This design comes from an exercise in tuning for small area and a short achievable clock period on the open sky130 flow, not from production work.
The RTL was checked by simulation tests, not by an equivalence proof against the original design.

== main ==
Design fractal, start of the top module:
module fractal(
input Clk_100M, reset,
input [15:0]startX,  
input [15:0]startY,
input [15:0]stepX,  
input [15:0]stepY,
output [7:0] divOut,
output [18:0] addr_w,
output wire display,
output wire wea
    );
reg [2:0]  cc;
reg [9:0]  colCount;
reg [8:0]  rowCount;
reg        tempGo;
reg [15:0] xRegTemp;      
reg [15:0] yRegTemp;      
reg [15:0] sX, sY;        
reg [15:0] xReg1;         
reg [15:0] yReg1;
reg [18:0] currAddr;
wire load = (cc == 3'd5);
reg [1:0] colBits, rowBits;
always @(*) begin
	case (cc)
		3'd0:    begin colBits = colCount[1:0]; rowBits = rowCount[1:0]; end
		3'd1:    begin colBits = colCount[3:2]; rowBits = rowCount[3:2]; end
		3'd2:    begin colBits = colCount[5:4]; rowBits = rowCount[5:4]; end
		3'd3:    begin colBits = colCount[7:6]; rowBits = rowCount[7:6]; end
		default: begin colBits = colCount[9:8]; rowBits = {1'b0, rowCount[8]}; end
	endcase
end
wire [15:0] newX = startX + xRegTemp;
wire [15:0] newY = startY + yRegTemp;
always @(posedge Clk_100M) begin
	if (reset) begin
		cc       <= 3'd0;
		colCount <= 10'h3ff;
		rowCount <= 9'd0;
		tempGo   <= 1'b0;
		xRegTemp <= 16'd0;
		yRegTemp <= 16'd0;
		xReg1    <= 16'd0;
		yReg1    <= 16'd0;
		currAddr <= 19'd0;
	end else begin
		cc <= load ? 3'd0 : cc + 3'd1;
		if (load) begin
			xReg1    <= newX;
			yReg1    <= newY;
			xRegTemp <= 16'd0;
			yRegTemp <= 16'd0;
			currAddr <= (colCount == 10'd0 && rowCount == 9'd0) ? 19'd0 : currAddr + 19'd1;
  ...
Size in the first run: ~3600 cells after synthesis, roughly 310 flip-flops, ~95 I/O pins, ~0.034 mm^2 of cells after synthesis.
export LEC_CHECK = 0
export CAP_MARGIN = 20
export CORE_MARGIN = 2
export CORE_UTILIZATION = 52
export SETUP_SLACK_MARGIN = 5.0
export SLEW_MARGIN = 20
export TNS_END_PERCENT = 0
create_clock -name core_clock -period 11.0 [get_ports {Clk_100M}]
standard.sh (not shown) runs the stock make flow with config.mk's settings and CLKGATE_MAP_FILE= SYNTH_SCRIPT=/design/flow/synth_recipe.tcl, a recipe that flattens the netlist after the stock synthesis.
==> flow/flow/run.sh <==
#!/bin/bash
# Layout flow: the standard flow (standard.sh) with one change to synthesis.
# Yosys's synth normally runs "abc -fast" before ORFS extracts full adders
# (extract_fa); abc restructures the adder trees first, and the adders it
# leaves are found with mixed polarities, which puts an inverter between many
# pairs of full-adder cells. Here the adders are extracted before "abc -fast".
# Everything else (registers, flattening, renaming, the rest of ORFS) is the
# standard flow.
set -euo pipefail
cd "$(dirname "$0")/.."
{
  cat <<'TCL'
proc synth {args} {
  if {[lsearch -exact $args "fine:"] >= 0} {
    yosys synth -nofsm -noshare -noabc {*}$args
    yosys extract_fa
    yosys abc -fast
    yosys opt -fast
  } else {
    yosys synth -nofsm -noshare {*}$args
  }
}
TCL
  tail -n +2 synth_recipe.tcl
} > flow/fa_synth.tcl
sed "s#$PWD/synth_recipe.tcl#$PWD/flow/fa_synth.tcl#g" standard.sh > flow/fa_standard.sh
grep -q fa_synth.tcl flow/fa_standard.sh
bash flow/fa_standard.sh > flow_make.log 2>&1
Having completed the whole flow, main delivered a layout that passed the timing, DRC and antenna checks.
For the feature branch, these inputs were changed with respect to main:
Settings: changing TNS_END_PERCENT from 0 to 5; changing CORE_UTILIZATION from 52 to 60.
[summary]
| maximum frequency | main vs the feature branch | ≈ equal |
Met2 demand-to-capacity share in global routing (the feature branch over main): increase, 11 points
Core utilization: the feature branch higher than main
The feature branch ends up with a relative area change from synthesis to final layout that is 1.1 points lower than in main.
The feature branch vs main on average wire per cell in the routed design: the feature branch is the higher one.
Per the comparison of the feature branch with main, setup slack went down 0.011 ns, die height down 6.8%.


Setup of red:
Another version of the RTL of fractal (not shown whole).
Size in the first run: ~95 I/O pins, ~36000 sq um of cells after synthesis.
Settings: LEC_CHECK=0, CAP_MARGIN=20, CORE_MARGIN=2, CORE_UTILIZATION=45, SETUP_SLACK_MARGIN=5.0, SLEW_MARGIN=20; clock period 11.0 ns.
Scripts as last shown in full above: flow/flow/run.sh
red completed every stage of the flow, and the final layout passed the timing, DRC and antenna checks.
## Diff of input files: blue against red
# red
export LEC_CHECK = 0
export CAP_MARGIN = 20
export CORE_MARGIN = 2
export CORE_UTILIZATION = 45
export SETUP_SLACK_MARGIN = 5.0
export SLEW_MARGIN = 20
create_clock -name core_clock -period 11.0 [get_ports {Clk_100M}]
# blue
export LEC_CHECK = 0
export CAP_MARGIN = 20
export CORE_MARGIN = 2
export CORE_UTILIZATION = 45
export SETUP_SLACK_MARGIN = 3.0
export SLEW_MARGIN = 20
create_clock -name core_clock -period 11.0 [get_ports {Clk_100M}]
--- outcome ---
Route | blue vs red | wire shorter in blue. Fmax, red and blue: larger value in red. Against red as the reference, blue delivers a lower pin count of the biggest net entering global routing.
#### Input delta (green over blue)
# blue
export LEC_CHECK = 0
export CAP_MARGIN = 20
export CORE_MARGIN = 2
export CORE_UTILIZATION = 45
export SETUP_SLACK_MARGIN = 3.0
export SLEW_MARGIN = 20
create_clock -name core_clock -period 11.0 [get_ports {Clk_100M}]
# green
export LEC_CHECK = 0
export CAP_MARGIN = 20
export CORE_MARGIN = 2
export CORE_UTILIZATION = 45
export SETUP_SLACK_MARGIN = 4.0
export SLEW_MARGIN = 20
create_clock -name core_clock -period 11.0 [get_ports {Clk_100M}]
==> flow/run.sh (new file) <==
#!/bin/bash
# synth_recipe.tcl (not shown) runs the flow's synth.tcl, then flattens the netlist and writes it again
# the make line also repeats each setting of config.mk as NAME=value (left out here)
make -C /OpenROAD-flow-scripts/flow DESIGN_CONFIG=/design/flow/config.mk WORK_HOME=/design/flow/orfs CLKGATE_MAP_FILE= SYNTH_SCRIPT=/design/flow/synth_recipe.tcl finish
removed: flow/flow/run.sh
removed: flow/standard.sh
[summary]
- Utilization blue -> green: down
- From blue to green the numbers moved as follows: highest cell delay on the worst timing path grew by 0.14 ns; final weighted congestion in routability-driven placement shrank by 0.017; number of violations reported at the end of detailed-routing iteration 0 grew by about 14%; setup slack grew by 0.90 ns; critical path buffer and inverter count grew by 1.
- Comparing green and blue, the lower tap cell count is on blue.
- Diff blue -> green: non-clock buffering overhead in the final layout rose 0.17 points.
- Of green and blue, the higher clock latency on the worst-skew pair belongs to blue.
[inputs] orange vs green
==> flow/flow/run.sh (new file) <==
#!/bin/bash
# Layout flow: the standard flow (standard.sh) with one change to synthesis.
# Yosys's synth normally runs "abc -fast" before ORFS extracts full adders
# (extract_fa); abc restructures the adder trees first, and the adders it
# leaves are found with mixed polarities, which puts an inverter between many
# pairs of full-adder cells. Here the adders are extracted before "abc -fast".
# Everything else (registers, flattening, renaming, the rest of ORFS) is the
# standard flow.
set -euo pipefail
cd "$(dirname "$0")/.."
{
  cat <<'TCL'
proc synth {args} {
  if {[lsearch -exact $args "fine:"] >= 0} {
    yosys synth -nofsm -noshare -noabc {*}$args
    yosys extract_fa
    yosys abc -fast
    yosys opt -fast
  } else {
    yosys synth -nofsm -noshare {*}$args
  }
}
TCL
  tail -n +2 synth_recipe.tcl
} > flow/fa_synth.tcl
sed "s#$PWD/synth_recipe.tcl#$PWD/flow/fa_synth.tcl#g" standard.sh > flow/fa_standard.sh
grep -q fa_synth.tcl flow/fa_standard.sh
bash flow/fa_standard.sh > flow_make.log 2>&1
==> flow/standard.sh (new file) <==
#!/bin/bash
# synth_recipe.tcl (not shown) runs the flow's synth.tcl, then flattens the netlist and writes it again
# the make line also repeats each setting of config.mk as NAME=value (left out here)
make -C /OpenROAD-flow-scripts/flow DESIGN_CONFIG=/design/flow/config.mk WORK_HOME=/design/flow/orfs CLKGATE_MAP_FILE= SYNTH_SCRIPT=/design/flow/synth_recipe.tcl "${@:-finish}"
removed: flow/run.sh
Findings:
- For post-layout minimum cycle time, orange and green come out practically identical.
- [compare] base=green new=orange: routed wire length now smaller; cell area now smaller; detailed-routing wirelength on met1 now smaller; clock net sink count comparable.

## port drivers added, routing unchanged
Ports are ideal in the flow. The routed layouts listed here were re-timed in OpenROAD.
Step 1 (the two cells are an assumption about what drives the block):
set clk [get_ports {Clk_100M}]
set_driving_cell -lib_cell sky130_fd_sc_hd__clkbuf_16 $clk
set_driving_cell -lib_cell sky130_fd_sc_hd__buf_2 [delete_from_list [all_inputs] $clk]
Step 2 also shifts input and output timing later by t, the mid clock arrival at the registers, as if the neighbouring blocks saw the same clock.
Slacks: ideal / step 1 / step 2; pairs: ideal / step 1.
run	shift t [ns]	setup slack, ns	hold WS [ns]	clock arrival spread, ns	pins driven straight from the clock port
main	0.639	4.994 / 4.994 / 4.994	0.418 / 0.418 / 0.418	0.046 / 0.046	1
the feature branch	0.627	4.983 / 4.983 / 4.983	0.425 / 0.425 / 0.425	0.059 / 0.059	1
red	0.627	4.858 / 4.858 / 4.858	0.418 / 0.418 / 0.418	0.013 / 0.013	1
blue	0.627	3.399 / 3.399 / 3.399	0.420 / 0.420 / 0.420	0.031 / 0.031	1
green	0.613	4.300 / 4.300 / 4.300	0.417 / 0.417 / 0.417	0.025 / 0.025	1
orange	0.632	4.302 / 4.302 / 4.302	0.419 / 0.419 / 0.419	0.029 / 0.030	1
After both steps setup and hold are still met in every run listed.
